Source: an optimization exercise on an open RTL-to-GDS flow (aim: small area). Production flows keep margins and buffers that such runs may drop. RTL that was checked went through simulation tests only; none was proved equivalent to the original. No functional check of the RTL was part of runs 2 and 3. Power is estimated from default activity; no workload was simulated.

==> flow/design.v <==
module spi_slave_interface (
    input  logic        clk,
    input  logic        rst,
    input  logic        sclk,
    input  logic        cs_n,
    input  logic        mosi,
    output logic        miso,
    output logic        wr_en,
    output logic        rd_pending,
    output logic        addr_valid,    
    output logic [15:0] frame,
    input  logic [15:0] rd_data
);
    localparam logic [1:0] IDLE = 2'd0, SHIFT_IN = 2'd1, SHIFT_OUT = 2'd2;
    logic [1:0]  state;
    logic [5:0]  bit_count;
    logic [15:0] shift_reg;
    logic        rw;           
    logic [15:0] read_buffer;
    logic [1:0]  sclk_sync;
    wire sclk_rising  = (sclk_sync == 2'b01);
    wire sclk_falling = (sclk_sync == 2'b10);
    wire in_shift     = (state == SHIFT_IN);
    wire in_out       = (state == SHIFT_OUT);
    wire decode       = in_shift && bit_count[5];
    assign frame = shift_reg;
    assign addr_valid = in_shift && (bit_count == 6'd16);
    always_ff @(posedge clk or posedge rst) begin
        if (rst) begin
            sclk_sync     <= 2'b00;
            state         <= IDLE;
            bit_count     <= 6'd0;
            rw          <= 1'b0;
            wr_en         <= 1'b0;
            rd_pending    <= 1'b0;
            read_buffer   <= 16'd0;
            miso          <= 1'b0;
        end else begin
            sclk_sync <= {sclk_sync[0], sclk};
            case (state)
                IDLE:      if (!cs_n) state <= SHIFT_IN;
                SHIFT_IN:  if (bit_count[5]) state <= SHIFT_OUT;
                SHIFT_OUT: if (cs_n) state <= IDLE;
                default:   state <= IDLE;
            endcase
            if (cs_n || !in_shift)
                bit_count <= 6'd0;
            else if (sclk_rising)
                bit_count <= bit_count + 6'd1;
            if (cs_n)
                rw <= 1'b0;
            else if (addr_valid)
                rw <= shift_reg[15];
            wr_en      <= decode && !rw;
            rd_pending <= decode && rw;
            if (rd_pending)
                read_buffer <= rd_data;
            else if (in_out && sclk_falling)
                read_buffer <= {read_buffer[14:0], 1'b0};
            miso <= in_out && rw && read_buffer[15];
        end
    end
    always_ff @(posedge clk) begin
        if (!cs_n && in_shift && sclk_rising)
            shift_reg <= {shift_reg[14:0], mosi};
    end
endmodule
module parameter_register_file (
    input  logic        clk,
    input  logic        rst,
    input  logic        wr_en,
    input  logic        rd_pending,
    input  logic        addr_valid,
    input  logic [15:0] frame,
    output logic [15:0] rd_data,
    output logic [15:0] nthreshold,      
    output logic [15:0] nleak,           
    output logic [15:0] reset_potential,
    output logic [15:0] refractory_cycles,
    output logic [2:0][15:0] weight_sum
);
    logic [14:0] a;
    assign a = frame[14:0];
    logic       sel_par, sel_w;
    logic [1:0] sel_i, sel_j;        
    always_ff @(posedge clk)
        if (addr_valid) begin
            sel_par <= (a[14:2] == 13'd0);
            sel_w   <= (a[14:4] == 11'h100) && (a[3:0] < 4'd12);
            sel_i   <= (a[3:0] < 4'd3) ? 2'd0 : (a[3:0] < 4'd6) ? 2'd1 : (a[3:0] < 4'd9) ? 2'd2 : 2'd3;
            sel_j   <= (a[14:2] == 13'd0) ? a[1:0] :
                       (a[3:0] == 4'd0 || a[3:0] == 4'd3 || a[3:0] == 4'd6 || a[3:0] == 4'd9) ? 2'd0 :
                       (a[3:0] == 4'd1 || a[3:0] == 4'd4 || a[3:0] == 4'd7 || a[3:0] == 4'd10) ? 2'd1 : 2'd2;
        end
    wire [15:0] wr_data = frame[15:0];
    always_ff @(posedge clk or posedge rst) begin
        if (rst) begin
            nthreshold        <= 16'd1000 ^ 16'h7fff;
            nleak             <= ~16'd10;
            reset_potential   <= 16'd0;
            refractory_cycles <= 16'd10;
        end else if (wr_en && sel_par) begin
            case (sel_j)
                2'd0: nthreshold        <= wr_data ^ 16'h7fff;
                2'd1: nleak             <= ~wr_data;
                2'd2: reset_potential   <= wr_data;
                2'd3: refractory_cycles <= wr_data;
            endcase
        end
    end
    logic [11:0][15:0] ring;
    logic [1:0] pi, pj;
    logic clearing, pending;
    logic [15:0] hold;
    wire at_sel = (pi == sel_i) && (pj == sel_j);
    wire put = pending && at_sel;
    always_ff @(posedge clk) begin
        for (int k = 0; k < 11; k++) ring[k] <= ring[k+1];
        ring[11] <= clearing ? 16'd0 : put ? hold : ring[0];
        if (wr_en && sel_w)
            hold <= wr_data;
        else if (!pending && at_sel)
            hold <= ring[0];
    end
    always_ff @(posedge clk or posedge rst) begin
        if (rst) begin
            pi <= 2'd0;
            pj <= 2'd0;
            clearing <= 1'b1;
            pending <= 1'b0;
        end else begin
            if (pj == 2'd2) begin
                pj <= 2'd0;
                pi <= pi + 2'd1;
                if (pi == 2'd3) clearing <= 1'b0;
            end else begin
                pj <= pj + 2'd1;
            end
            if (wr_en && sel_w)
                pending <= 1'b1;
            else if (put)
                pending <= 1'b0;
        end
    end
    wire [15:0] wsum_sel = weight_sum[sel_j];
    wire [15:0] wsum_new = wsum_sel + wr_data - hold;
    always_ff @(posedge clk or posedge rst) begin
        if (rst)
            weight_sum <= '0;
        else if (wr_en && sel_w)
            weight_sum[sel_j] <= wsum_new;
    end
    always_comb begin
        rd_data = 16'd0;
        if (sel_w)
            rd_data = hold;
        else if (sel_par)
            case (sel_j)
                2'd0: rd_data = nthreshold ^ 16'h7fff;
                2'd1: rd_data = ~nleak;
                2'd2: rd_data = reset_potential;
                2'd3: rd_data = refractory_cycles;
            endcase
    end
endmodule
module lif_neuron (
    input  logic        clk,
    input  logic        rst,
    input  logic [15:0] input_current,
    input  logic [15:0] nleak,         
    input  logic [15:0] nthreshold,    
    input  logic        tmin,          
    input  logic [15:0] reset_potential,
    input  logic [16:0] refractory_load,
    output logic        spike
);
    logic [15:0] p;
    logic [16:0] count;
    wire inr = |count;
    wire [15:0] s = p ^ input_current ^ nleak;
    wire [16:0] k = {(p & input_current) | (p & nleak) | (input_current & nleak), 1'b0};
    wire [16:0] se = {s[15], s};
    logic [17:0] c;
    logic [16:0] v;
    logic [17:0] g;
    wire [16:0] nt = {nthreshold[15], nthreshold[15] ^ 1'b1, nthreshold[14:0]};
    always_comb begin
        c[0] = 1'b1;
        g[0] = 1'b1;
        for (int b = 0; b < 17; b++) begin
            v[b] = se[b] ^ k[b] ^ c[b];
            c[b+1] = (se[b] & k[b]) | (se[b] & c[b]) | (k[b] & c[b]);
        end
        for (int b = 0; b < 17; b++) begin
            logic vb;
            vb = (b == 16) ? ~v[16] : v[b];
            g[b+1] = (vb & nt[b]) | (vb & g[b]) | (nt[b] & g[b]);
        end
    end
    wire under = v[16] & ~v[15];
    wire over  = ~v[16] & v[15];
    wire fire = g[17] | (under & tmin);
    wire [15:0] np = (under | over) ? {v[16], {15{~v[16]}}} : v[15:0];
    always_ff @(posedge clk or posedge rst) begin
        if (rst) begin
            p     <= 16'd0;
            count <= 17'd0;
            spike <= 1'b0;
        end else begin
            spike <= !inr && fire;
            if (!inr)
                p <= fire ? reset_potential : np;
            count <= ({17{!inr && fire}} & refractory_load) | (count - {16'd0, inr});
        end
    end
endmodule
module fully_connected_neural_network (
    input  logic        clk,
    input  logic        rst,
    input  logic [15:0] input_current,
    input  logic [15:0] nthreshold,
    input  logic [15:0] nleak,
    input  logic [15:0] reset_potential,
    input  logic [15:0] refractory_cycles,
    input  logic [2:0][15:0] weight_sum,
    output logic [2:0]  spikes_layer_2
);
    logic s1;
    logic [2:0] s2;
    wire [16:0] rload = {refractory_cycles == 16'd0, refractory_cycles};
    wire        tmin  = &nthreshold;     
    lif_neuron n1 (
        .clk(clk), .rst(rst), .input_current(input_current),
        .nthreshold(nthreshold), .tmin(tmin), .nleak(nleak), .reset_potential(reset_potential),
        .refractory_load(rload), .spike(s1)
    );
    genvar j;
    generate
        for (j = 0; j < 3; j++) begin : l2
            lif_neuron n2 (
                .clk(clk), .rst(rst), .input_current(weight_sum[j] & {16{s1}}),
                .nthreshold(nthreshold), .tmin(tmin), .nleak(nleak), .reset_potential(reset_potential),
                .refractory_load(rload), .spike(s2[j])
            );
        end
    endgenerate
    always_ff @(posedge clk or posedge rst)
        if (rst) spikes_layer_2 <= 3'b0;
        else     spikes_layer_2 <= s2;
endmodule
module top (
    input  logic clk,
    input  logic rst,
    input  logic sclk,
    input  logic cs_n,
    input  logic mosi,
    output logic miso,
    input  logic signed [15:0] input_current,
    output logic [2:0] spikes
);
    logic wr_en, rd_pending, addr_valid;
    logic [15:0] frame;
    logic [15:0] rd_data, nthreshold, nleak, reset_potential, refractory_cycles;
    logic [2:0][15:0] weight_sum;
    spi_slave_interface spi_inst (
        .clk(clk), .rst(rst), .sclk(sclk), .cs_n(cs_n), .mosi(mosi), .miso(miso),
        .wr_en(wr_en), .rd_pending(rd_pending), .addr_valid(addr_valid),
        .frame(frame), .rd_data(rd_data)
    );
    parameter_register_file reg_file (
        .clk(clk), .rst(rst), .wr_en(wr_en), .rd_pending(rd_pending),
        .addr_valid(addr_valid), .frame(frame), .rd_data(rd_data),
        .nthreshold(nthreshold), .nleak(nleak), .reset_potential(reset_potential),
        .refractory_cycles(refractory_cycles), .weight_sum(weight_sum)
    );
    fully_connected_neural_network nn_inst (
        .clk(clk), .rst(rst), .input_current(input_current), .nthreshold(nthreshold),
        .nleak(nleak), .reset_potential(reset_potential), .refractory_cycles(refractory_cycles),
        .weight_sum(weight_sum), .spikes_layer_2(spikes)
    );
endmodule
==> flow/flow/run.sh <==
#!/bin/bash
# Own flow: the standard ORFS flow, except that synthesis maps the
# combinational logic with an area-oriented ABC script (flow/abc_area.script
# in place of ORFS's abc_speed.script). Synthesis itself is the standard one
# (synth_recipe.tcl: -nofsm -noshare, flattened, renamed), so the registers,
# their names and cell types are unchanged; every step after synthesis is
# standard.sh's own.
set -euo pipefail
W=$(pwd)

# a copy of ORFS's scripts with the ABC script swapped
rm -rf "$W/scripts_area"
mkdir -p "$W/scripts_area"
cp -r "$FLOW_HOME/scripts/." "$W/scripts_area/"
cp "$W/flow/abc_area.script" "$W/scripts_area/abc_speed.script"

# synthesis (make reads SCRIPTS_DIR from the environment)
SCRIPTS_DIR="$W/scripts_area" bash "$W/standard.sh" synth > "$W/synth.log" 2>&1

# floorplan to final layout, the standard way, from that netlist
bash "$W/standard.sh" finish > "$W/layout.log" 2>&1

test -f "$W/out/final.def"
==> flow/flow/abc_area.script <==
&get -n
&st
&syn2
&dch -f
&nf -p -a -R 1000
&st
&syn2
&dch -f
&nf -p -a -R 1000
&st
&dch -f
&nf -p -a -R 1000
&put
topo
stime -c
==> flow/standard.sh <==
#!/bin/bash
# synth_recipe.tcl (not shown) runs the flow's synth.tcl, then flattens the netlist and writes it again
# the make line also repeats each setting of config.mk as NAME=value (left out here)
make -C /OpenROAD-flow-scripts/flow DESIGN_CONFIG=/design/flow/config.mk WORK_HOME=/design/flow/orfs CLKGATE_MAP_FILE= SYNTH_SCRIPT=/design/flow/synth_recipe.tcl "${@:-finish}"
==> flow/config.mk <==
export PLATFORM = sky130hd
export DESIGN_NAME = top
export DESIGN_NICKNAME = top
export VERILOG_FILES = /design/flow/design.v
export SDC_FILE = /design/flow/constraint.sdc
export NUM_CORES = 4
export LEC_CHECK = 0
export CAP_MARGIN = 20
export CORE_MARGIN = 2
export CORE_UTILIZATION = 65
export CTS_BUF_LIST = sky130_fd_sc_hd__clkbuf_16
export CTS_CLUSTER_DIAMETER = 100
export CTS_CLUSTER_SIZE = 20
export SLEW_MARGIN = 20
==> flow/constraint.sdc <==
create_clock -name core_clock -period 14.0 [get_ports {clk}]
set_input_delay 2.8000 -clock core_clock [delete_from_list [all_inputs] [get_ports {clk}]]
set_output_delay 2.8000 -clock core_clock [all_outputs]
set_load 0.01 [all_outputs]
==> results.cfg, run 1 <==
[cts]
clk_latency_ns = 0.59
cts_setup_buffers = 0
clk_path_buf_depth = 3
htree_levels = 1
cts_tree = done
clk_pin_slew_ns = 0.09
cts_root_buf = clkbuf_16
postCtsResizedCells = 0
cts_buffers = 29
postCtsHoldBufs = 0
cts.sinks = 517

[floorplan]
die-area_sq_mm = 0.0367
start_util = 0.662
die_w_microns = 192
io_pins = 25
rows = 68
die_y_microns = 192
core_sq_mm = 0.0345

[worst_setup_path]
r2r_start = reg_file.nleak[1]
cp_max_fo = 17
cp_slowest_stage_delay_ns = 0.85
r2r_slack_ns = 4.21
critPathTopFamily = adder cells
cp-start-kind = input pin
critPathKind = in -> reg
r2r-end = nn_inst.n1.count[3]
endpoint_kind = flop
r2r_cells = 27
cp_data_required_time_ns = 14.52
crit_top_cell = fa_1
arrival_ns = 12.26
slowest_stage = nor2_1
path_buf_inv = 4

[power]
p_switching_mw = 0.548
powerDensity_mw_per_mm2 = 99.5
power.share.combinational = 0.043
p_sw_frac = 0.223
vdd_drop_max_v = 0.000167
leakage_nw = 10.2
p_clk_frac = 0.345
internal_power_mw = 1.91
seqPwrFrac = 0.611

[worst_hold_path]
min_to = reg_file.ring[23]
hold_path_class = reg -> reg
whs_path_depth = 0
hp-start = reg_file.ring[39]

[timing]
finClkSkew_ns = 0.0198
final.setup.tns_ns = 0
slew_headroom = 0.278
worst_pin_slew_ns = 1.08
min_period_over_period = 0.839
rsz0062_at_grt = false
setup_viol = 0
layout_setup_ws_ns = 2.26
hold_violations = 0
fmax_mhz = 85.1
layout_min_cycle_time_ns = 11.74
slew_violations = 0
holdWs_ns = 0.314

[synthesis]
syn-instance-count = 2085
synth.net_count = 2280
synth_top_area_cell = dfrtp_1
yosys.area.top_type_share = 0.286
synth_area_leaders = dfrtp_1, dfxtp_1, fa_1
synthesis.area_sq_mm = 0.0229
synth-edff-count = 38
yosys.cell_types.count = 49
synth_ff_type = dfrtp_1
synth_warnings = 4
yosysSeqAreaShare = 0.534
async_reset_ff_frac = 0.555
ys_seq_elements = 517
avgSynthCellArea_sq_um = 11.0

[global_route]
grtUsageTotal = 0.317
grt_max_degree = 165
grt_overflow = 0
grt_pass1_wl_mm = 89.4
grt_pass1_vias = 16200
antenna_found_initial = 0

[route]
wire_per_inst_microns = 21.3
wl_mm = 56.3
drc = 0
vias = 16300
drtPass1Iterations = 6
ant_nets = 0
drtIter0Drc = 1460
vias_per_cell = 6.17

[run_status]
status = complete, no violations

[cells_and_area]
drive_above_1_share = 0.0426
largest_reg_flops = 192
top_register = reg_file.ring
final_common_cell = nand2_1
area_growth_pct = 8.28
final_nets = 2360
largestRegisters = reg_file.ring x192, nn_inst.l2.n2.count x51
antennaDiodeCount = 0
mostFrequentLayoutCells = nand2_1, dfrtp_1, o21ai_0

[place]
portBuffers = 24
place_hpwl_mm = 40.9
place.gp.congestion = 0.903
dp_slack_ns = 1.64

[job]
drv_cap = 0
==> worst max path at each step <==
stage / startpoint / end / slack (ns) / depth (start not counted)
floorplan: input_current[1] / nn_inst.n1.p[14] / 1.82 / 27
global placement: input_current[1] / nn_inst.n1.count[3] / 1.78 / 28
detailed placement: input_current[1] / nn_inst.n1.count[3] / 1.64 / 28
CTS: input_current[1] / nn_inst.n1.count[3] / 2.22 / 28
global route: input_current[1] / nn_inst.n1.count[3] / 1.81 / 28
finish: input_current[1] / nn_inst.n1.count[3] / 2.26 / 28
==> worst register-to-register path: stages, from the launching register on <==
cell and delay, ns:
dfrtp_1 0.54, clkinv_1 0.26, fa_1 0.58, fa_1 0.19
clkinv_1 0.09, fa_1 0.46, fa_1 0.47, fa_1 0.47
fa_1 0.47, fa_1 0.46, fa_1 0.46, fa_1 0.46
fa_1 0.46, fa_1 0.48, fa_1 0.46, fa_1 0.46
fa_1 0.43, clkinv_1 0.07, fa_1 0.20, fa_1 0.19
xor2_1 0.17, xnor2_1 0.22, ha_1 0.21, a21oi_1 0.05
a21boi_1 0.21, nor2_1 0.85, a22oi_1 0.21, nand2_1 0.11
==> synth_stat cells (5+ instances only) <==
cell type and count:
and2_0 43, or3_1 13, a31oi_1 5, nor4_1 16
a21oi_1 166, nand2b_1 8, xor2_1 12, o22ai_1 33
ha_1 35, o31ai_1 7, a22o_1 45, dfrtp_1 261
nor2b_1 21, a221o_1 16, o21ai_0 229, a22oi_1 24
nor2_1 69, clkinv_1 137, and4_1 5, fa_1 139
and3_1 5, a32oi_1 14, nand2_1 332, nor3_1 15
o221ai_1 6, nand4_1 9, edfxtp_1 38, dfxtp_1 192
dfstp_2 26, mux2i_1 17, nand3_1 33, a221oi_1 12
o21bai_1 7, a211oi_1 7, or4_1 5, xnor2_1 49
==> per-stage QoR <==
| step | instance area [sq um] | power (mW) | util | std cells |
|---|---|---|---|---|
| final | 24700 | 2.46 | 0.716 | 2640 |
| after global routing | 24700 | 2.54 | 0.716 | 2640 |
| after CTS | 24700 | 2.47 | 0.716 | 2640 |
| after detailed placement | 23900 | 1.64 | 0.692 | 2589 |
| after global placement | 23900 | 1.64 | 0.692 | 2588 |
| after floorplan | 22900 | 1.61 | - | 2085 |
==> layer usage <==
| metal | vias to the layer above | global-route usage | wire length, microns |
|---|---|---|---|
| met5 | - | 0 | 0 |
| met4 | 0 | 0.0751 | 1170 |
| met3 | 81 | 0.0575 | 5250 |
| met2 | 654 | 0.495 | 25800 |
| met1 | 8118 | 0.466 | 24100 |
| li1 | 7440 | - | - |
==> logic make-up (layout without fill, tap and decap cells) <==
kind of cell / after synthesis / in the layout / share of synthesized area
AO/OA/AOI/OAI: 590 / 590 / 0.155
XOR/XNOR: 61 / 61 / 0.0234
adder cells (fa/ha/maj): 174 / 174 / 0.141
buffers and inverters: 137 / 237 / 0.0225
flip-flops: 517 / 517 / 0.534
multiplexers: 21 / 21 / 0.00942
AND/OR/NAND/NOR: 585 / 585 / 0.115
==> power by group through the flow <==
stage                     registers [mW]  logic [mW]  clock network, mW
after detailed placement            1.54       0.107                  0
after floorplan                     1.54      0.0727                  0
final                               1.50       0.106              0.850
after global routing                1.51       0.119              0.917
after global placement              1.54       0.104                  0
after CTS                           1.50       0.107              0.863
==> cell type report <==
type | count | area (sq um)
Inverter | 137 | 522
Multi-Input combinational cell | 1431 | 10200
Fill cell | 2509 | 9800
Tap cell | 455 | 569
Clock inverter | 22 | 88.8
Sequential cell | 517 | 12200
Timing Repair Buffer | 49 | 438
Clock buffer | 29 | 726
==> run 2, diff against run 1 <==
--- a/flow/design.v
+++ b/flow/design.v
@@ -109,16 +109,30 @@
         end
     end
-    logic [11:0][15:0] ring;
+    wire [15:0] wsum_sel = weight_sum[sel_j];
+    logic [8:0][15:0] ring;
     logic [1:0] pi, pj;
     logic clearing, pending;
+    logic acc_go, acc_on, negate;
     logic [15:0] hold;
+    wire last   = (pi == 2'd2) && (pj == 2'd2);
+    wire i3     = (sel_i == 2'd3);
     wire at_sel = (pi == sel_i) && (pj == sel_j);
-    wire put = pending && at_sel;
+    wire put    = pending && at_sel;
+    wire upd    = wr_en && sel_w;
+    wire acc_start = acc_go && !acc_on && last;
+    wire acc_take  = acc_on && (pj == sel_j);
+    wire [15:0] f_a = (upd || acc_start) ? wsum_sel : 16'd0;
+    wire [15:0] f_b = upd ? wr_data : acc_take ? ring[0] : 16'd0;
+    wire [15:0] f_c = acc_start ? 16'd0 : hold;
+    wire [15:0] f   = f_a + f_b - f_c;
     always_ff @(posedge clk) begin
-        for (int k = 0; k < 11; k++) ring[k] <= ring[k+1];
-        ring[11] <= clearing ? 16'd0 : put ? hold : ring[0];
-        if (wr_en && sel_w)
+        for (int k = 0; k < 8; k++) ring[k] <= ring[k+1];
+        ring[8] <= clearing ? 16'd0 : put ? hold : ring[0];
+        if (upd && !i3)
             hold <= wr_data;
-        else if (!pending && at_sel)
+        else if (i3) begin
+            if (acc_start || acc_take || negate)
+                hold <= f;
+        end else if (!pending && at_sel)
             hold <= ring[0];
     end
@@ -129,25 +143,32 @@
             clearing <= 1'b1;
             pending <= 1'b0;
+            acc_go <= 1'b0;
+            acc_on <= 1'b0;
+            negate <= 1'b0;
         end else begin
             if (pj == 2'd2) begin
                 pj <= 2'd0;
-                pi <= pi + 2'd1;
-                if (pi == 2'd3) clearing <= 1'b0;
+                pi <= (pi == 2'd2) ? 2'd0 : pi + 2'd1;
+                if (pi == 2'd2) clearing <= 1'b0;
             end else begin
                 pj <= pj + 2'd1;
             end
-            if (wr_en && sel_w)
+            if (upd && !i3)
                 pending <= 1'b1;
             else if (put)
                 pending <= 1'b0;
-        end
-    end
-    wire [15:0] wsum_sel = weight_sum[sel_j];
-    wire [15:0] wsum_new = wsum_sel + wr_data - hold;
+            acc_go <= addr_valid || (acc_go && !acc_start);
+            if (acc_start)
+                acc_on <= 1'b1;
+            else if (last)
+                acc_on <= 1'b0;
+            negate <= acc_take;
+        end
+    end
     always_ff @(posedge clk or posedge rst) begin
         if (rst)
             weight_sum <= '0;
-        else if (wr_en && sel_w)
-            weight_sum[sel_j] <= wsum_new;
+        else if (upd)
+            weight_sum[sel_j] <= f;
     end
     always_comb begin
==> run 2 against run 1 <==
Clock power down 5.1%. Utilization up 0.18 points. Final cell count down 0.45%. Total power down 7.7%. Count of clock-buffer cells in the layout down 2. Critical path depth up 1. Sequential power down 8%. Clock skew down 0.0025 ns.
==> results.cfg, run 2 <==
[synthesis]
synth_warnings = 4
yosys.cell_types.count = 48
synth_common_cells = nand2_1, dfrtp_1, o21ai_0
synth.net_count = 2270
ys_seq_elements = 472
yosysSeqAreaShare = 0.508
synthesis.area_sq_mm = 0.0223
yosysMostFrequentCell = nand2_1
synth_area_leaders = dfrtp_1, dfxtp_1, fa_1
syn-instance-count = 2076
synth_ff_type = dfrtp_1
async_reset_ff_frac = 0.614
synth-edff-count = 38
yosys.area.top_type_share = 0.296
synth_top_area_cell = dfrtp_1
avgSynthCellArea_sq_um = 10.7

[global_route]
grt_pass1_wl_mm = 94.1
grt_pass1_vias = 17100
met1_usage = 0.482
grt_max_degree = 115
grt_util_met3 = 0.0615
antenna_found_initial = 1
grtUsageTotal = 0.336
grtUsageMet2 = 0.518
grt_overflow = 0
grt-busiest-layer = met2

[worst_hold_path]
hold_path_class = reg -> reg

[cells_and_area]
final_cells = 2628
mostFrequentLayoutCells = nand2_1, dfrtp_1, o21ai_0
antennaDiodeCount = 0
stdcell_area_sq_mm = 0.0241
top_register = reg_file.ring
fin_util = 0.718
final_nets = 2354
drive_above_1_share = 0.0440
final_common_cell = nand2_1
largest_reg_flops = 144
largestRegisters = reg_file.ring x144, nn_inst.l2.n2.count x51
area_growth_pct = 8.30

[cts]
postCtsHoldBufs = 0
clk_pin_slew_ns = 0.09
cts.sinks = 472
cts_buffers = 27
clk_path_buf_depth = 3
cts_root_buf = clkbuf_16
htree_levels = 1
cts_tree = done
cts_setup_buffers = 0
clk_latency_ns = 0.59
postCtsResizedCells = 0

[floorplan]
rows = 67
start_util = 0.663
die-area_sq_mm = 0.0358
io_pins = 25
die_y_microns = 189
core_sq_mm = 0.0336
die_w_microns = 189

[route]
wire_per_inst_microns = 22.3
vias = 16800
drc = 0
vias_per_cell = 6.40
drtPass1Iterations = 6
drtIter0Drc = 1425
wl_mm = 58.5
ant_nets = 0

[timing]
min_period_over_period = 0.826
rsz0062_at_grt = false
slew_violations = 0
layout_min_cycle_time_ns = 11.57
finClkSkew_ns = 0.0173
worst_pin_slew_ns = 1.02
fmax_mhz = 86.4
final.setup.tns_ns = 0
hold_violations = 0
setup_viol = 0
slew_headroom = 0.321

[worst_setup_path]
endpoint_kind = flop
critPathTopFamily = adder cells
cp_slowest_stage_delay_ns = 0.56
cp-start-kind = input pin
path_buf_inv = 6
crit_top_cell = fa_1
critPathKind = in -> reg
slowest_stage = fa_1
cp_data_required_time_ns = 14.48
arrival_ns = 12.05
cp_max_fo = 19

[place]
place_area_sq_mm = 0.0233
place.gp.congestion = 0.905
place_hpwl_mm = 42.0
portBuffers = 24
dp.cells = 2579

[power]
vdd_drop_max_v = 0.000127
leakage_nw = 10.2
powerDensity_mw_per_mm2 = 94.1

[job]
drv_cap = 0

[run_status]
status = complete, no violations
[run 2: cell types whose count changed in the layout (fill, tap and decap cells not counted), sizes merged, moves of 19 or more]
cell	before	now
clkinv	137	104
dfxtp	192	144
mux2	4	28
nand2	332	351
nor2	69	104
o21ai	229	210
[run 2: worst paths after layout]
| path | from | to | slack [ns] | cells past startpoint |
|---|---|---|---|---|
| max in group asynchronous | rst | nn_inst.n1.p[4] | 9.12 | 4 |
| worst min-delay path | reg_file.ring[62] | reg_file.ring[46] | 0.32 | 0 |
| min in group asynchronous | rst | spi_inst.bit_count[5] | 2.73 | 2 |
| worst max register to register | reg_file.nleak[1] | nn_inst.n1.count[8] | 4.37 | 28 |
| worst min register to register | reg_file.ring[62] | reg_file.ring[46] | 0.32 | 0 |
| worst max-delay path | input_current[1] | nn_inst.n1.count[8] | 2.43 | 29 |
[run 2: power breakdown]
part	switching (mW)	total [mW]	internal (mW)
registers	0.00372	1.38	1.37
logic	0.0580	0.0881	0.0301
clock network	0.453	0.807	0.354
[run 2: cell families after synthesis]
family	share of synthesized area
AOI/OAI and AO/OA	0.160
xor gates and xnor gates	0.0236
DFF	0.508
muxes	0.0218
adders and majority gates	0.144
buffers and inverters	0.0177
and+or+nand+nor	0.125
[run 2: cell type report]
| type | count | area [sq um] |
|---|---|---|
| clock buffer | 27 | 676 |
| clock inverter | 22 | 104 |
| fill | 2502 | 9480 |
| inverter | 105 | 402 |
| multi-input combinational | 1499 | 10600 |
| sequential | 472 | 11300 |
| tap | 448 | 561 |
| timing repair buffer | 55 | 473 |
[run 2: routing by layer]
layer / vias to the layer above / wire [microns]
li1: 7510 / -
met1: 8355 / 24600
met2: 810 / 26300
met3: 135 / 5120
met4: 2 / 2430
met5: - / 12
[run 2: per-stage QoR]
| step | hold slack (ns) | power [mW] | setup slack (ns) |
|---|---|---|---|
| detailed placement | 0.312 | 1.49 | 1.61 |
| floorplan | 0.310 | 1.46 | 1.57 |
| finish | 0.321 | 2.27 | 2.43 |
| CTS | 0.321 | 2.28 | 2.19 |
| global route | 0.325 | 2.34 | 1.93 |
| global placement | 0.311 | 1.49 | 1.73 |
==> run 3, diff against run 2 <==
==> flow/flow/run.sh (replaced) <==
#!/bin/bash
# Own flow: the standard ORFS flow with three changes that only affect
# how the cells are chosen:
#  - synthesis maps the combinational logic with an area-oriented ABC script
#    (flow/abc_area.script in place of ORFS's abc_speed.script). Synthesis is
#    otherwise the standard one (synth_recipe.tcl: -nofsm -noshare, flattened,
#    renamed), so the registers, their names and cell types are unchanged;
#  - every input and output port still gets its own buffer, but a buf_1;
#  - clock tree: clkbuf_16 sink clusters of at most 20 flip-flops, without
#    dummy loads.
# Every step after synthesis is standard.sh's own.
set -euo pipefail
W=$(pwd)

# a copy of ORFS's scripts with the ABC script swapped
rm -rf "$W/scripts_area"
mkdir -p "$W/scripts_area"
cp -r "$FLOW_HOME/scripts/." "$W/scripts_area/"
cp "$W/flow/abc_area.script" "$W/scripts_area/abc_speed.script"

# synthesis (make reads SCRIPTS_DIR from the environment)
SCRIPTS_DIR="$W/scripts_area" bash "$W/standard.sh" synth > "$W/synth.log" 2>&1

# floorplan to final layout, the standard way, from that netlist
bash "$W/standard.sh" \
  "BUFFER_PORTS_ARGS=-buffer_cell sky130_fd_sc_hd__buf_1" \
  "CTS_ARGS=-sink_clustering_enable -repair_clock_nets -sink_clustering_size 20 -sink_clustering_max_diameter 100 -buf_list sky130_fd_sc_hd__clkbuf_16 -dont_use_dummy_load" \
  finish > "$W/layout.log" 2>&1

test -f "$W/out/final.def"
==> run 3 against run 2 <==
Sequential share of layout area rose by 0.51 points. Design area fell by 1.1%. Die area unchanged. Global-route usage shrank 0.46 points. Sequential power about the same. Register-to-register slack worse by 0.15 ns. Hold slack lost 0.010 ns. Fmax rose by 2.1%. Via count fell by 1.1%. Area after synthesis stayed put. Count of clock-buffer cells in the layout stayed put. Total power fell by 2.0%.
==> results.cfg, run 3 <==
[floorplan]
die_y_microns = 189
start_util = 0.663
die_w_microns = 189
io_pins = 25
die-area_sq_mm = 0.0358
rows = 67
core_sq_mm = 0.0336

[cells_and_area]
largestRegisters = reg_file.ring x144, nn_inst.l2.n2.count x51
mostFrequentLayoutCells = nand2_1, dfrtp_1, o21ai_0
ff_latch_area_sq_mm = 0.0113
fin_util = 0.710
drive_above_1_share = 0.0422
largest_reg_flops = 144
area_growth_pct = 7.13
final_nets = 2353
fillers = 2480
final_common_cell = nand2_1
final_cells = 2605
stdcell_area_sq_mm = 0.0239
top_register = reg_file.ring
antennaDiodeCount = 0
multi_input_area_sq_mm = 0.0106

[synthesis]
synth.net_count = 2270
synthAdderAreaFrac = 0.144
synth_top_area_cell = dfrtp_1
synth_common_cells = nand2_1, dfrtp_1, o21ai_0
synth_warnings = 4
synth_xor_xnor_area_share = 0.0236
yosysMostFrequentCell = nand2_1
synth_ff_type = dfrtp_1
synthSimpleGateAreaFrac = 0.125
yosys.area.top_type_share = 0.296
syn-instance-count = 2076
yosysSeqAreaShare = 0.508
synth_top_family_by_area = compound AO/OA/AOI/OAI gates
muxShareOfSynthArea = 0.0218
yosys.cell_types.count = 48
synth_compound_area_frac = 0.160
synthesis.area_sq_mm = 0.0223
avgSynthCellArea_sq_um = 10.7
async_reset_ff_frac = 0.614
synth_area_leaders = dfrtp_1, dfxtp_1, fa_1
ys_seq_elements = 472
synth-edff-count = 38

[cts]
cts_tree = done
cts_setup_buffers = 0
cts_root_buf = clkbuf_16
clk_latency_ns = 0.56
postCtsResizedCells = 0
cts_buffers = 27
clk_pin_slew_ns = 0.09
cts.sinks = 472
htree_levels = 1
postCtsHoldBufs = 0
clk_path_buf_depth = 3

[worst_setup_path]
endpoint_kind = flop
crit_top_cell = fa_1
cp_data_required_time_ns = 14.45
cp-start-kind = input pin
arrival_ns = 11.78
critPathKind = in -> reg
cp_max_fo = 19
slowest_stage = fa_1
r2r_slack_ns = 4.22
cp_slowest_stage_delay_ns = 0.56

[place]
dp_slack_ns = 2.06
place.gp.congestion = 0.920
place_area_sq_mm = 0.0232
dp.cells = 2578
portBuffers = 24
place_hpwl_mm = 41.9

[route]
drtIter0Drc = 1456
ant_nets = 0
vias = 16600
wl_mm = 57.5
wire_per_inst_microns = 22.1
drtPass1Iterations = 7
vias_per_cell = 6.38
drc = 0

[global_route]
grt_overflow = 0
grtUsageTotal = 0.332
grt_pass1_wl_mm = 92.9
antenna_found_initial = 2
grt_pass1_vias = 16900
grt_max_degree = 134

[worst_hold_path]
hold_path_class = reg -> reg

[timing]
holdWs_ns = 0.311
setup_viol = 0
rsz0062_at_grt = false
slew_headroom = 0.238
layout_setup_ws_ns = 2.66
layout_min_cycle_time_ns = 11.34
final.setup.tns_ns = 0
fmax_mhz = 88.2
worst_pin_slew_ns = 1.14
hold_violations = 0
finClkSkew_ns = 0.0337
min_period_over_period = 0.810
slew_violations = 0

[job]
drv_cap = 0

[power]
leakage_nw = 10.0
power_mw = 2.23
powerDensity_mw_per_mm2 = 93.2
vdd_drop_max_v = 0.000119

[run_status]
status = complete, no violations
run 3: cell counts after synthesis:
No cell type changed its count.
run 3: power by group:
part	total, mW	switching (mW)	internal, mW
Combinational	0.0832	0.0568	0.0264
Sequential	1.38	0.00362	1.37
Clock	0.767	0.425	0.342
run 3: worst max-delay path: cells and delay by family:
family                   cells  cell delay (ns)
adder cells (fa/ha/maj)     17             6.85
AO/OA/AOI/OAI                4             0.77
XOR/XNOR                     2             0.38
buffers and inverters        7             0.98
run 3: kinds of logic (layout without fill, tap and decap cells):
| logic type | count (synthesis) | count (layout) |
|---|---|---|
| AOI/OAI and AO/OA | 587 | 587 |
| xor gates and xnor gates | 60 | 60 |
| adders and majority gates | 173 | 173 |
| buffers and inverters | 105 | 186 |
| DFF | 472 | 472 |
| muxes | 45 | 45 |
| and+or+nand+nor | 634 | 634 |
run 3: metal layers:
layer,track usage,up-vias,routed length (microns)
li1,-,7476,-
met1,0.480,8304,24300
met2,0.515,715,25800
met3,0.0601,132,5190
met4,0.107,2,2150
met5,0,-,11
run 3: path summary, 6_finish.rpt:
path,start,endpoint,depth (start not counted)
setup / recovery,input_current[1],nn_inst.n1.p[11],30
hold / removal,reg_file.ring[47],reg_file.ring[31],0
setup reg to reg,reg_file.nleak[1],nn_inst.n1.p[11],29
hold reg to reg,reg_file.ring[47],reg_file.ring[31],0
max in group asynchronous,rst,nn_inst.l2[0].n2.p[1],3
min in group asynchronous,rst,spi_inst.bit_count[5],2
run 3: area by class of cell:
cell class	instances	area share
Clock buffer	27	0.0283
Inverter	105	0.0168
Multi-Input combinational cell	1499	0.444
Sequential cell	472	0.474
Tap cell	448	0.0235
Timing Repair Buffer	54	0.0135
==> run 4, diff against run 3 <==
--- a/flow/design.v
+++ b/flow/design.v
@@ -12,40 +12,40 @@
     input  logic [15:0] rd_data
 );
-    localparam logic [1:0] IDLE = 2'd0, SHIFT_IN = 2'd1, SHIFT_OUT = 2'd2;
-    logic [1:0]  state;
-    logic [5:0]  bit_count;
+    localparam logic [5:0] SHIFT_OUT = 6'd33, IDLE = 6'd34;
+    logic [5:0]  state;
     logic [15:0] shift_reg;
     logic        rw;           
     logic [15:0] read_buffer;
+    logic        rb_loaded;    
     logic [1:0]  sclk_sync;
     wire sclk_rising  = (sclk_sync == 2'b01);
     wire sclk_falling = (sclk_sync == 2'b10);
-    wire in_shift     = (state == SHIFT_IN);
-    wire in_out       = (state == SHIFT_OUT);
-    wire decode       = in_shift && bit_count[5];
+    wire decode       = state[5] && (state[1:0] == 2'd0);
+    wire in_shift     = !state[5] || decode;
+    wire in_out       = state[5] && state[0];
     assign frame = shift_reg;
-    assign addr_valid = in_shift && (bit_count == 6'd16);
+    assign addr_valid = (state == 6'd16);
     always_ff @(posedge clk or posedge rst) begin
         if (rst) begin
-            sclk_sync     <= 2'b00;
-            state         <= IDLE;
-            bit_count     <= 6'd0;
-            rw          <= 1'b0;
-            wr_en         <= 1'b0;
-            rd_pending    <= 1'b0;
-            read_buffer   <= 16'd0;
-            miso          <= 1'b0;
+            sclk_sync  <= 2'b00;
+            state      <= IDLE;
+            rw         <= 1'b0;
+            wr_en      <= 1'b0;
+            rd_pending <= 1'b0;
+            rb_loaded  <= 1'b0;
+            miso       <= 1'b0;
         end else begin
             sclk_sync <= {sclk_sync[0], sclk};
-            case (state)
-                IDLE:      if (!cs_n) state <= SHIFT_IN;
-                SHIFT_IN:  if (bit_count[5]) state <= SHIFT_OUT;
-                SHIFT_OUT: if (cs_n) state <= IDLE;
-                default:   state <= IDLE;
-            endcase
-            if (cs_n || !in_shift)
-                bit_count <= 6'd0;
+            if (state[5]) begin
+                if (decode)
+                    state <= SHIFT_OUT;
+                else if (cs_n)
+                    state <= IDLE;
+                else if (state[1])
+                    state <= 6'd0;
+            end else if (cs_n)
+                state <= 6'd0;
             else if (sclk_rising)
-                bit_count <= bit_count + 6'd1;
+                state <= state + 6'd1;
             if (cs_n)
                 rw <= 1'b0;
@@ -55,11 +55,15 @@
             rd_pending <= decode && rw;
             if (rd_pending)
-                read_buffer <= rd_data;
-            else if (in_out && sclk_falling)
-                read_buffer <= {read_buffer[14:0], 1'b0};
-            miso <= in_out && rw && read_buffer[15];
+                rb_loaded <= 1'b1;
+            miso <= in_out && rw && rb_loaded && read_buffer[15];
         end
     end
     always_ff @(posedge clk) begin
+        if (rd_pending)
+            read_buffer <= rd_data;
+        else if (in_out && sclk_falling)
+            read_buffer <= {read_buffer[14:0], 1'b0};
+    end
+    always_ff @(posedge clk) begin
         if (!cs_n && in_shift && sclk_rising)
             shift_reg <= {shift_reg[14:0], mosi};
--- a/flow/config.mk
+++ b/flow/config.mk
@@ -8,7 +8,4 @@
 export CAP_MARGIN = 20
 export CORE_MARGIN = 2
-export CORE_UTILIZATION = 65
-export CTS_BUF_LIST = sky130_fd_sc_hd__clkbuf_16
-export CTS_CLUSTER_DIAMETER = 100
-export CTS_CLUSTER_SIZE = 20
+export CORE_UTILIZATION = 75
 export SLEW_MARGIN = 20
==> run 4 against run 3 <==
Design area fell by 0.76%. Final cell count fell by 2.9%. Still clean. Register-to-register slack got worse by 0.17 ns. Global-route usage rose by 5.4 points. Count of clock-buffer cells in the layout did not move. Hold slack got worse by 0.012 ns. Via count rose by 3.7%. Highest routed layer is now met4. Sequential share of layout area rose by 0.61 points.
==> results.cfg, run 4 <==
[cells_and_area]
final_common_cell = nand2_1
final_nets = 2336
area_growth_pct = 6.57
largestRegisters = reg_file.ring x144, nn_inst.l2.n2.count x51
fin_util = 0.806
multi_input_area_sq_mm = 0.0105
final_cells = 2530
mostFrequentLayoutCells = nand2_1, dfrtp_1, o21ai_0
fillers = 1695
drive_above_1_share = 0.0397
antennaDiodeCount = 0
largest_reg_flops = 144
top_register = reg_file.ring
ff_latch_area_sq_mm = 0.0114

[timing]
final.setup.tns_ns = 0
slew_headroom = 0.260
slew_violations = 0
worst_pin_slew_ns = 1.10
min_period_over_period = 0.825
layout_setup_ws_ns = 2.45
hold_violations = 0
finClkSkew_ns = 0.0320
rsz0062_at_grt = false
setup_viol = 0
fmax_mhz = 86.6
layout_min_cycle_time_ns = 11.55

[worst_setup_path]
arrival_ns = 12.04
cp-start-kind = input pin
endpoint_kind = flop
cp_max_fo = 20
cp_data_required_time_ns = 14.49
critPathKind = in -> reg

[synthesis]
yosysSeqAreaShare = 0.511
async_reset_ff_frac = 0.580
syn-instance-count = 2065
synth_area_leaders = dfrtp_1, dfxtp_1, fa_1
muxShareOfSynthArea = 0.0218
synth-edff-count = 54
synth_common_cells = nand2_1, dfrtp_1, o21ai_0
synth_ff_type = dfrtp_1
yosys.cell_types.count = 52
synthSimpleGateAreaFrac = 0.125
synth_xor_xnor_area_share = 0.0244
avgSynthCellArea_sq_um = 10.8
synth_top_family_by_area = compound AO/OA/AOI/OAI gates
synth_warnings = 4
synthesis.area_sq_mm = 0.0222
ys_seq_elements = 471
synth.net_count = 2259
yosys.area.top_type_share = 0.276
synth_compound_area_frac = 0.156
synthAdderAreaFrac = 0.144
synth_top_area_cell = dfrtp_1
yosysMostFrequentCell = nand2_1

[route]
vias = 17200
ant_nets = 0
drtIter0Drc = 2312
drc = 0
wire_per_inst_microns = 23.1
drtPass1Iterations = 6
vias_per_cell = 6.82
wl_mm = 58.6

[global_route]
grt_max_degree = 127
met1_usage = 0.545
grt_overflow = 0
grtUsageTotal = 0.386
antenna_found_initial = 0
grt_pass1_vias = 17100
grtUsageMet2 = 0.604
grt-busiest-layer = met2
grt_util_met3 = 0.0739
grt_pass1_wl_mm = 93.1

[power]
internal_power_mw = 1.77
power.share.combinational = 0.051
p_switching_mw = 0.510
powerDensity_mw_per_mm2 = 96.1
leakage_nw = 9.85
p_clk_frac = 0.337
seqPwrFrac = 0.613
vdd_drop_max_v = 0.000134
p_sw_frac = 0.224
power_mw = 2.28

[floorplan]
die_y_microns = 176
die_w_microns = 176
core_sq_mm = 0.0294
rows = 63
die-area_sq_mm = 0.0310
io_pins = 25
start_util = 0.756

[place]
dp_slack_ns = 1.87
portBuffers = 24
place_hpwl_mm = 41.1
place.gp.congestion = 0.910
dp.cells = 2503

[cts]
cts_buffers = 27
postCtsResizedCells = 0
postCtsHoldBufs = 0
clk_latency_ns = 0.56
cts_root_buf = clkbuf_16
clk_path_buf_depth = 3
cts_setup_buffers = 0
htree_levels = 1
cts_tree = done
cts.sinks = 471
clk_pin_slew_ns = 0.09

[worst_hold_path]
hold_path_class = reg -> reg

[job]
drv_cap = 0

[run_status]
status = complete, no violations
==> run 4: changes by cell type in the layout (fill, tap and decap cells not counted), sizes merged, moves of 3 or more <==
cell / previous run / this run
a21oi: 159 / 140
a22o: 49 / 43
a31oi: 20 / 31
a32oi: 16 / 1
buf: 54 / 48
dfrtp: 264 / 245
edfxtp: 38 / 54
nand2: 351 / 343
nor2: 104 / 120
o21ai: 210 / 222
o31ai: 5 / 8
==> run 4: worst paths after layout <==
check | from | to | slack [ns] | cells after the start
setup reg to reg | reg_file.nleak[1] | nn_inst.n1.count[14] | 4.05 | 27
setup / recovery | input_current[1] | nn_inst.n1.count[14] | 2.45 | 28
max in group asynchronous | rst | nn_inst.l2[2].n2.p[2] | 9.19 | 4
min in group asynchronous | rst | spi_inst.state[0] | 2.42 | 2
hold reg to reg | reg_file.ring[126] | reg_file.ring[110] | 0.30 | 0
hold / removal | reg_file.ring[126] | reg_file.ring[110] | 0.30 | 0
==> run 4: cell families (layout without fill, tap and decap cells) <==
logic type               Yosys count  after routing
multiplexers                      45             45
buffers and inverters            104            179
adder cells (fa/ha/maj)          173            173
XOR/XNOR                          62             62
AND/OR/NAND/NOR                  635            635
flip-flops                       471            471
AO/OA/AOI/OAI                    575            575
==> run 4: final cells by class <==
cell class	instances	area share
Clock buffer	27	0.0285
Timing Repair Buffer	48	0.0114
Tap cell	390	0.0206
Inverter	104	0.0168
Multi-Input combinational cell	1490	0.443
Sequential cell	471	0.480
==> run 4: worst max-delay path, stage by stage <==
cell and delay, ns:
buf_1 0.08, clkinv_1 0.08, fa_1 0.55, fa_1 0.18, clkinv_1 0.08, fa_1 0.46
fa_1 0.47, fa_1 0.48, fa_1 0.46, fa_1 0.47, fa_1 0.46, fa_1 0.47
fa_1 0.47, fa_1 0.47, fa_1 0.47, fa_1 0.46, fa_1 0.43, clkinv_1 0.07
fa_1 0.19, fa_1 0.19, xor2_1 0.08, xnor2_1 0.34, ha_1 0.23, a21oi_1 0.06
o21a_1 0.34, nor2_1 0.87, a22oi_1 0.20, o21ai_0 0.13
==> run 4: per-stage QoR <==
step / hold WS [ns] / cell area, sq um
after floorplan: 0.310 / 22200
after global placement: 0.312 / 23000
after detailed placement: 0.312 / 23000
after CTS: 0.306 / 23700
after global routing: 0.309 / 23700
final: 0.299 / 23700
==> run 4: power by group through the flow <==
stage	clock network, mW	logic (mW)	registers (mW)
CTS	0.770	0.115	1.39
floorplan	0	0.0850	1.42
detailed placement	0	0.114	1.42
global placement	0	0.108	1.42
global route	0.815	0.129	1.40
finish	0.767	0.115	1.40
==> run 4: per-layer routing <==
metal | routed length [microns] | vias to the layer above | part of all wire
met2 | 26700 | 1119 | 0.46
met1 | 22800 | 8507 | 0.39
li1 | - | 7393 | -
met3 | 6190 | 225 | 0.11
met5 | 0 | - | 0
met4 | 2860 | 0 | 0.049
==> run 5, diff against run 4 <==
--- a/flow/config.mk
+++ b/flow/config.mk
@@ -8,4 +8,7 @@
 export CAP_MARGIN = 20
 export CORE_MARGIN = 2
-export CORE_UTILIZATION = 75
+export CORE_UTILIZATION = 65
+export CTS_BUF_LIST = sky130_fd_sc_hd__clkbuf_16
+export CTS_CLUSTER_DIAMETER = 100
+export CTS_CLUSTER_SIZE = 20
 export SLEW_MARGIN = 20
==> run 5 against run 4 <==
Global-route usage is 5.5 points lower. Critical path depth stayed put. First-iteration DRC count is 29% lower. Clock skew is 0.015 ns higher. Design area is 0.46% higher. Die area is 15% higher. Wire length is 1.5% lower. Register-to-register slack worse by 0.11 ns. Hold slack better by 0.0038 ns. Count of clock-buffer cells in the layout stayed put. Non-clock buffer count is 3 higher. Utilization is 9.8 points lower.
==> results.cfg, run 5 <==
[timing]
slew_violations = 0
setup_viol = 0
final.setup.tns_ns = 0
finClkSkew_ns = 0.0471
rsz0062_at_grt = false
holdWs_ns = 0.303
fmax_mhz = 85.7
worst_pin_slew_ns = 1.12
layout_min_cycle_time_ns = 11.67
hold_violations = 0
min_period_over_period = 0.834
slew_headroom = 0.249

[synthesis]
synth_top_area_cell = dfrtp_1
synth_common_cells = nand2_1, dfrtp_1, o21ai_0
synth-edff-count = 54
ys_seq_elements = 471
async_reset_ff_frac = 0.580
yosysMostFrequentCell = nand2_1
yosys.cell_types.count = 52
synth.net_count = 2259
synth_ff_type = dfrtp_1
synth_warnings = 4
synthesis.area_sq_mm = 0.0222
yosysSeqAreaShare = 0.511
avgSynthCellArea_sq_um = 10.8
syn-instance-count = 2065
yosys.area.top_type_share = 0.276
synth_area_leaders = dfrtp_1, dfxtp_1, fa_1

[cells_and_area]
top_register = reg_file.ring
area_growth_pct = 7.07
mostFrequentLayoutCells = nand2_1, dfrtp_1, o21ai_0
final_nets = 2339
fillers = 2501
final_common_cell = nand2_1
drive_above_1_share = 0.0420
largestRegisters = reg_file.ring x144, nn_inst.l2.n2.count x51
largest_reg_flops = 144
fin_util = 0.708

[route]
drtIter0Drc = 1648
vias_per_cell = 6.41
drtPass1Iterations = 5
drc = 0
ant_nets = 0
vias = 16600
wl_mm = 57.7
wire_per_inst_microns = 22.3

[place]
place_hpwl_mm = 41.8
place.gp.congestion = 0.921
portBuffers = 24

[global_route]
grt_overflow = 0
antenna_found_initial = 0
grtUsageTotal = 0.331
grt_pass1_wl_mm = 92.4
grt_max_degree = 135
grt_pass1_vias = 16600

[floorplan]
start_util = 0.661
io_pins = 25
rows = 67
core_sq_mm = 0.0336
die_y_microns = 189
die-area_sq_mm = 0.0357
die_w_microns = 189

[cts]
cts_setup_buffers = 0
postCtsResizedCells = 0
cts_buffers = 27
clk_latency_ns = 0.59
cts.sinks = 471
htree_levels = 1
clk_path_buf_depth = 3
postCtsHoldBufs = 0
cts_root_buf = clkbuf_16
cts_tree = done
clk_pin_slew_ns = 0.09

[power]
vdd_drop_max_v = 0.000120
powerDensity_mw_per_mm2 = 95.8
leakage_nw = 9.87

[worst_hold_path]
hold_path_class = reg -> reg
whs_path_depth = 0

[worst_setup_path]
endpoint_kind = flop
cp_data_required_time_ns = 14.50
cp-start-kind = input pin
r2r_cells = 27
arrival_ns = 12.17
critPathKind = in -> reg
cp_max_fo = 20

[run_status]
status = complete, no violations

[job]
drv_cap = 0
-- run 5: path summary, 6_finish.rpt --
check | startpoint | end | slack [ns]
hold / removal | reg_file.ring[25] | reg_file.ring[9] | 0.30
hold reg to reg | reg_file.ring[25] | reg_file.ring[9] | 0.30
setup reg to reg | reg_file.nleak[1] | nn_inst.n1.count[8] | 3.94
setup / recovery | input_current[1] | nn_inst.n1.count[8] | 2.33
max in group asynchronous | rst | nn_inst.n1.p[1] | 9.30
min in group asynchronous | rst | spi_inst.wr_en | 2.35
-- run 5: worst max-delay path: stages --
cell,delay (ns)
buf_1,0.08
clkinv_1,0.10
fa_1,0.56
fa_1,0.19
clkinv_1,0.10
fa_1,0.47
fa_1,0.47
fa_1,0.47
fa_1,0.47
fa_1,0.48
fa_1,0.47
fa_1,0.47
fa_1,0.46
fa_1,0.48
fa_1,0.47
fa_1,0.46
fa_1,0.43
clkinv_1,0.07
fa_1,0.20
fa_1,0.19
xor2_1,0.16
xnor2_1,0.22
ha_1,0.22
a21oi_1,0.06
o21a_1,0.35
nor2_1,0.94
a22oi_1,0.22
o21ai_0,0.13
-- run 5: metrics by stage --
step                      total power, mW  cells  setup WS [ns]  cell area (sq um)
final                                2.28   2592           2.33              23800
after CTS                            2.29   2589           2.33              23800
after global placement               1.53   2562           1.97              23100
after global routing                 2.35   2591           1.95              23800
after floorplan                      1.50   2065           2.52              22200
after detailed placement             1.54   2562           1.70              23100
-- run 5: final cells by class --
cell class / count / area, sq um / area share
inverter: 104 / 398 / 0.0167
clock buffer: 27 / 676 / 0.0284
antenna: 1 / 2.50 / 0.000105
sequential: 471 / 11400 / 0.478
multi-input combinational: 1490 / 10500 / 0.441
timing repair buffer: 51 / 300 / 0.0126
tap: 448 / 561 / 0.0235
-- run 5: power breakdown --
| group | internal (mW) | switching, mW |
|---|---|---|
| combinational | 0.0423 | 0.0741 |
| clock | 0.342 | 0.428 |
| sequential | 1.38 | 0.0110 |
| total | 1.77 | 0.513 |
-- run 5: logic make-up after synthesis --
kind of cell | Yosys count | share of synthesized area
adders and majority gates | 173 | 0.144
muxes | 45 | 0.0218
DFF | 471 | 0.511
AOI/OAI and AO/OA | 575 | 0.156
buffers and inverters | 104 | 0.0176
and+or+nand+nor | 635 | 0.125
xor gates and xnor gates | 62 | 0.0244
-- run 5: metal layers --
metal,track usage,up-vias,share of wire
li1,-,7401,-
met1,0.482,8292,0.42
met2,0.513,789,0.45
met3,0.0515,132,0.093
met4,0.117,0,0.036
met5,0,-,0
==> run 6, diff against run 5 <==
--- a/flow/flow/run.sh
+++ b/flow/flow/run.sh
@@ -25,5 +25,5 @@
 bash "$W/standard.sh" \
   "BUFFER_PORTS_ARGS=-buffer_cell sky130_fd_sc_hd__buf_1" \
-  "CTS_ARGS=-sink_clustering_enable -repair_clock_nets -sink_clustering_size 20 -sink_clustering_max_diameter 100 -buf_list sky130_fd_sc_hd__clkbuf_16 -dont_use_dummy_load" \
+  "CTS_ARGS=-sink_clustering_enable -repair_clock_nets -sink_clustering_size 24 -sink_clustering_max_diameter 110 -buf_list sky130_fd_sc_hd__clkbuf_16 -dont_use_dummy_load" \
   finish > "$W/layout.log" 2>&1
 
==> run 6 against run 5 <==
Largest power group unchanged. Clock power is 7.7% lower. Sequential cell count unchanged. Non-clock buffer count is 1 lower. Via count fell by 0.17%. Still clean. Sequential share of layout area is 0.22 points higher. Die area unchanged. Largest cell class unchanged. Wire length about the same.
==> results.cfg, run 6 <==
[run_status]
status = complete, no violations

[cells_and_area]
fillers = 2508
area_growth_pct = 6.58
final_cells = 2586
largestRegisters = reg_file.ring x144, nn_inst.l2.n2.count x51
final_nets = 2334
largest_reg_flops = 144
final_common_cell = nand2_1
mostFrequentLayoutCells = nand2_1, dfrtp_1, o21ai_0
fin_util = 0.705
top_register = reg_file.ring
stdcell_area_sq_mm = 0.0237
drive_above_1_share = 0.0402
antennaDiodeCount = 0

[worst_hold_path]
whs_path_depth = 0
hp-start = reg_file.ring[63]
min_to = reg_file.ring[47]
hold_path_class = reg -> reg

[route]
vias_per_cell = 6.41
drc = 0
wl_mm = 57.7
ant_nets = 0
wire_per_inst_microns = 22.3
drtIter0Drc = 1679
drtPass1Iterations = 6
vias = 16600

[global_route]
grt_pass1_wl_mm = 92.1
grt_overflow = 0
antenna_found_initial = 0
grtUsageTotal = 0.331
grt_max_degree = 135
grt_pass1_vias = 16600

[synthesis]
avgSynthCellArea_sq_um = 10.8
yosysSeqAreaShare = 0.511
yosys.area.top_type_share = 0.276
synth-edff-count = 54
ys_seq_elements = 471
synth_area_leaders = dfrtp_1, dfxtp_1, fa_1
synth_warnings = 4
syn-instance-count = 2065
synth.net_count = 2259
synth_common_cells = nand2_1, dfrtp_1, o21ai_0
synth_ff_type = dfrtp_1
yosys.cell_types.count = 52
async_reset_ff_frac = 0.580
yosysMostFrequentCell = nand2_1
synthesis.area_sq_mm = 0.0222
synth_top_area_cell = dfrtp_1

[power]
p_clk_frac = 0.320
p_switching_mw = 0.503
leakage_nw = 9.81
seqPwrFrac = 0.627
power.share.combinational = 0.053
p_sw_frac = 0.226
power_mw = 2.22
internal_power_mw = 1.72
vdd_drop_max_v = 0.000131
powerDensity_mw_per_mm2 = 93.8

[worst_setup_path]
endpoint_kind = flop
r2r_start = reg_file.nleak[1]
r2r-end = nn_inst.n1.count[8]
r2r_slack_ns = 3.90
critPathKind = in -> reg
cp_max_fo = 20
cp-start-kind = input pin
arrival_ns = 12.16
cp_data_required_time_ns = 14.46
r2r_cells = 27

[place]
portBuffers = 24
place.gp.congestion = 0.921
place_area_sq_mm = 0.0231
place_hpwl_mm = 41.8
dp.cells = 2562
dp_slack_ns = 1.70

[cts]
postCtsResizedCells = 0
clk_path_buf_depth = 3
cts_setup_buffers = 0
cts_buffers = 23
cts_tree = done
cts_root_buf = clkbuf_16
htree_levels = 1
clk_pin_slew_ns = 0.10
postCtsHoldBufs = 0
cts.sinks = 471
clk_latency_ns = 0.58

[floorplan]
core_sq_mm = 0.0336
die_w_microns = 189
rows = 67
io_pins = 25
die-area_sq_mm = 0.0357
start_util = 0.661
die_y_microns = 189

[timing]
finClkSkew_ns = 0.0589
fmax_mhz = 85.5
layout_setup_ws_ns = 2.30
setup_viol = 0
rsz0062_at_grt = false
final.setup.tns_ns = 0
holdWs_ns = 0.312
layout_min_cycle_time_ns = 11.70
worst_pin_slew_ns = 1.15
slew_headroom = 0.232
min_period_over_period = 0.836
slew_violations = 0
hold_violations = 0

[job]
drv_cap = 0
run 6: routing by layer:
| layer | part of all wire | wire [microns] | GRT usage |
|---|---|---|---|
| met5 | 0 | 0 | 0 |
| met4 | 0.042 | 2440 | 0.127 |
| met3 | 0.085 | 4910 | 0.0560 |
| met2 | 0.45 | 26000 | 0.510 |
| met1 | 0.42 | 24400 | 0.477 |
run 6: area by class of cell:
class                           count  area [sq um]  share of cell area
Multi-Input combinational cell   1490         10500               0.443
Timing Repair Buffer               50           293              0.0124
Sequential cell                   471         11400               0.480
Tap cell                          448           561              0.0237
Clock buffer                       23           576              0.0243
Inverter                          104           398              0.0168
run 6: cell families after synthesis:
kind of cell,share of synthesized area
flip-flops,0.511
buffers and inverters,0.0176
XOR/XNOR,0.0244
adder cells (fa/ha/maj),0.144
AND/OR/NAND/NOR,0.125
AO/OA/AOI/OAI,0.156
multiplexers,0.0218
run 6: worst max path at each step:
| stage | from | end | slack [ns] | cells past startpoint |
|---|---|---|---|---|
| 2_1_floorplan | input_current[1] | nn_inst.n1.p[0] | 2.52 | 25 |
| 3_3_place_gp | input_current[1] | nn_inst.n1.count[8] | 1.97 | 28 |
| 3_5_place_dp | input_current[1] | nn_inst.n1.count[8] | 1.70 | 28 |
| 4_1_cts | input_current[1] | nn_inst.n1.count[8] | 2.28 | 28 |
| 5_1_grt | input_current[1] | nn_inst.n1.count[8] | 1.91 | 28 |
| 6_report | input_current[1] | nn_inst.n1.count[8] | 2.30 | 28 |
run 6: worst max-delay path: stages:
cell,delay (ns)
buf_1,0.08
clkinv_1,0.10
fa_1,0.56
fa_1,0.19
clkinv_1,0.10
fa_1,0.47
fa_1,0.47
fa_1,0.47
fa_1,0.47
fa_1,0.48
fa_1,0.47
fa_1,0.47
fa_1,0.46
fa_1,0.48
fa_1,0.47
fa_1,0.46
fa_1,0.43
clkinv_1,0.07
fa_1,0.20
fa_1,0.19
xor2_1,0.16
xnor2_1,0.22
ha_1,0.22
a21oi_1,0.06
o21a_1,0.34
nor2_1,0.93
a22oi_1,0.22
o21ai_0,0.13
run 6: power by group through the flow:
| stage | Sequential (mW) | Combinational, mW | Clock (mW) |
|---|---|---|---|
| floorplan | 1.42 | 0.0850 | 0 |
| global placement | 1.42 | 0.111 | 0 |
| detailed placement | 1.42 | 0.116 | 0 |
| CTS | 1.39 | 0.117 | 0.722 |
| global route | 1.40 | 0.133 | 0.763 |
| finish | 1.39 | 0.117 | 0.711 |
==> run 7, diff against run 6 <==
--- a/flow/config.mk
+++ b/flow/config.mk
@@ -8,7 +8,4 @@
 export CAP_MARGIN = 20
 export CORE_MARGIN = 2
-export CORE_UTILIZATION = 65
-export CTS_BUF_LIST = sky130_fd_sc_hd__clkbuf_16
-export CTS_CLUSTER_DIAMETER = 100
-export CTS_CLUSTER_SIZE = 20
+export CORE_UTILIZATION = 75
 export SLEW_MARGIN = 20
==> run 7 against run 6 <==
Fmax grew 1.2%. Clock skew shrank 0.027 ns. Utilization grew 9.8 points. Global-route usage grew 5.1 points. Combinational power is essentially flat. Critical path depth is the same. Highest routed layer unchanged. First-iteration DRC count grew 33%. Worst setup slack gained 0.14 ns. Via count grew 3.7%. Clock power shrank 0.6%.
==> results.cfg, run 7 <==
[run_status]
status = complete, no violations

[synthesis]
synth_warnings = 4
yosys.cell_types.count = 52
synth_ff_type = dfrtp_1
async_reset_ff_frac = 0.580
yosysSeqAreaShare = 0.511
synth_common_cells = nand2_1, dfrtp_1, o21ai_0
yosys.area.top_type_share = 0.276
synth.net_count = 2259
yosysMostFrequentCell = nand2_1
synth_area_leaders = dfrtp_1, dfxtp_1, fa_1
ys_seq_elements = 471
avgSynthCellArea_sq_um = 10.8
synth_top_area_cell = dfrtp_1
synthesis.area_sq_mm = 0.0222
syn-instance-count = 2065
synth-edff-count = 54

[job]
drv_cap = 0

[place]
place_area_sq_mm = 0.0230
portBuffers = 24
place.gp.congestion = 0.910
place_hpwl_mm = 41.1

[route]
vias = 17200
drc = 0
wire_per_inst_microns = 23.1
ant_nets = 0
wl_mm = 58.2
drtIter0Drc = 2236
drtPass1Iterations = 6
vias_per_cell = 6.81

[cts]
cts_setup_buffers = 0
clk_latency_ns = 0.55
htree_levels = 1
clk_pin_slew_ns = 0.09
cts.sinks = 471
cts_tree = done
cts_root_buf = clkbuf_16
clk_path_buf_depth = 3
cts_buffers = 23
postCtsResizedCells = 0
postCtsHoldBufs = 0

[cells_and_area]
top_register = reg_file.ring
final_common_cell = nand2_1
stdcell_area_sq_mm = 0.0236
final_nets = 2332
largest_reg_flops = 144
mostFrequentLayoutCells = nand2_1, dfrtp_1, o21ai_0
antennaDiodeCount = 0
area_growth_pct = 6.12
largestRegisters = reg_file.ring x144, nn_inst.l2.n2.count x51
drive_above_1_share = 0.0379

[timing]
final.setup.tns_ns = 0
min_period_over_period = 0.826
setup_viol = 0
fmax_mhz = 86.5
finClkSkew_ns = 0.0318
rsz0062_at_grt = false
slew_headroom = 0.255
hold_violations = 0
slew_violations = 0
layout_min_cycle_time_ns = 11.56
worst_pin_slew_ns = 1.11

[global_route]
grtUsageTotal = 0.382
grt_pass1_vias = 16800
grt_pass1_wl_mm = 92.0
antenna_found_initial = 0
grt_max_degree = 127
grt_overflow = 0

[worst_setup_path]
cp_max_fo = 20
critPathKind = in -> reg
startpoint = input_current[1]
cp-start-kind = input pin
endpoint_kind = flop
cp_data_required_time_ns = 14.48
r2r_start = reg_file.nleak[1]
arrival_ns = 12.04
r2r_cells = 27

[floorplan]
start_util = 0.756
die-area_sq_mm = 0.0310
core_sq_mm = 0.0294
io_pins = 25
rows = 63
die_w_microns = 176
die_y_microns = 176

[worst_hold_path]
hold_path_class = reg -> reg
whs_path_depth = 0
hp-start = reg_file.ring[111]

[power]
vdd_drop_max_v = 0.000131
leakage_nw = 9.80
powerDensity_mw_per_mm2 = 94.0
run 7: cell counts after synthesis:
No cell type changed its count.
run 7: worst max-delay path: stages:
cell	delay [ns]
buf_1	0.08
clkinv_1	0.08
fa_1	0.55
fa_1	0.18
clkinv_1	0.08
fa_1	0.46
fa_1	0.46
fa_1	0.48
fa_1	0.46
fa_1	0.46
fa_1	0.46
fa_1	0.46
fa_1	0.46
fa_1	0.47
fa_1	0.47
fa_1	0.46
fa_1	0.43
clkinv_1	0.07
fa_1	0.19
fa_1	0.19
xor2_1	0.08
xnor2_1	0.33
ha_1	0.23
a21oi_1	0.06
o21a_1	0.35
nor2_1	0.88
a22oi_1	0.22
o21ai_0	0.12
run 7: report_power, final:
part / leakage (nW) / switching (mW) / internal, mW
Combinational: 4.40 / 0.0732 / 0.0419
Clock: 0.283 / 0.413 / 0.294
Sequential: 5.12 / 0.0115 / 1.38
run 7: metrics by stage:
stage | worst slack (ns) | utilization | total power [mW] | hold slack [ns] | cells
floorplan | 2.52 | - | 1.50 | 0.310 | 2065
global placement | 2.04 | 0.783 | 1.53 | 0.312 | 2503
detailed placement | 1.87 | 0.783 | 1.54 | 0.312 | 2503
CTS | 2.41 | 0.802 | 2.22 | 0.301 | 2526
global route | 1.95 | 0.803 | 2.28 | 0.297 | 2526
finish | 2.44 | 0.803 | 2.22 | 0.300 | 2526
run 7: logic make-up (layout without fill, tap and decap cells):
| family | Yosys count | after routing | synth area share |
|---|---|---|---|
| adders and majority gates | 173 | 173 | 0.144 |
| and+or+nand+nor | 635 | 635 | 0.125 |
| xor gates and xnor gates | 62 | 62 | 0.0244 |
| buffers and inverters | 104 | 175 | 0.0176 |
| muxes | 45 | 45 | 0.0218 |
| DFF | 471 | 471 | 0.511 |
| AOI/OAI and AO/OA | 575 | 575 | 0.156 |
run 7: path summary, 6_finish.rpt:
kind                                              end  slack [ns]
worst max register to register    nn_inst.n1.count[8]        4.06
worst max-delay path              nn_inst.n1.count[8]        2.44
worst min register to register      reg_file.ring[95]        0.30
min in group asynchronous           spi_inst.state[0]        2.44
worst min-delay path                reg_file.ring[95]        0.30
max in group asynchronous       nn_inst.l2[2].n2.p[2]        9.17
run 7: per-layer routing:
metal,track usage,up-vias,wire length [microns]
li1,-,7403,-
met1,0.544,8446,22800
met2,0.596,1145,26600
met3,0.0749,206,6350
met4,0.135,0,2510
met5,0,-,0
run 7: area by class of cell:
type	instances	area [sq um]
clock buffer	23	576
fill	1717	5810
inverter	104	398
multi-input combinational	1490	10500
sequential	471	11400
tap	390	488
timing repair buffer	48	270

==> afterwards: timing with drivers on the ports <==
The results above use ideal ports. As a check the final layouts listed here were re-extracted and re-timed, cells and wires unchanged. Step 1, drivers: a clkbuf_16 drives clk and a buf_2 each remaining input, both assumed. Step 2 times the ports against the registers' clock, not the clock port: input delays grow and output delays shrink by t, the midpoint of the rising clock arrivals with the driver on. Slacks: ideal ports / drivers / drivers and shift; pairs: ideal ports / drivers.
run | shift t [ns] | setup WS [ns] | hold slack, ns | clock arrival spread, ns
run 1 | 0.625 | 2.256 / 2.281 / 1.656 | 0.314 / 0.314 / 0.314 | 0.031 / 0.031
run 2 | 0.641 | 2.431 / 2.462 / 1.820 | 0.321 / 0.321 / 0.321 | 0.023 / 0.023
run 3 | 0.603 | 2.664 / 2.693 / 2.090 | 0.311 / 0.311 / 0.311 | 0.039 / 0.039
run 4 | 0.605 | 2.448 / 2.480 / 1.874 | 0.299 / 0.299 / 0.299 | 0.039 / 0.039
run 5 | 0.615 | 2.328 / 2.354 / 1.739 | 0.303 / 0.303 / 0.303 | 0.055 / 0.054
run 6 | 0.609 | 2.301 / 2.327 / 1.718 | 0.312 / 0.312 / 0.312 | 0.060 / 0.059
run 7 | 0.594 | 2.442 / 2.475 / 1.881 | 0.300 / 0.300 / 0.300 | 0.032 / 0.032
After both steps every run listed still meets setup and hold. The setup slack of run 2, which loses most, moves by +0.031 ns with the drivers and by -0.611 ns with both steps.
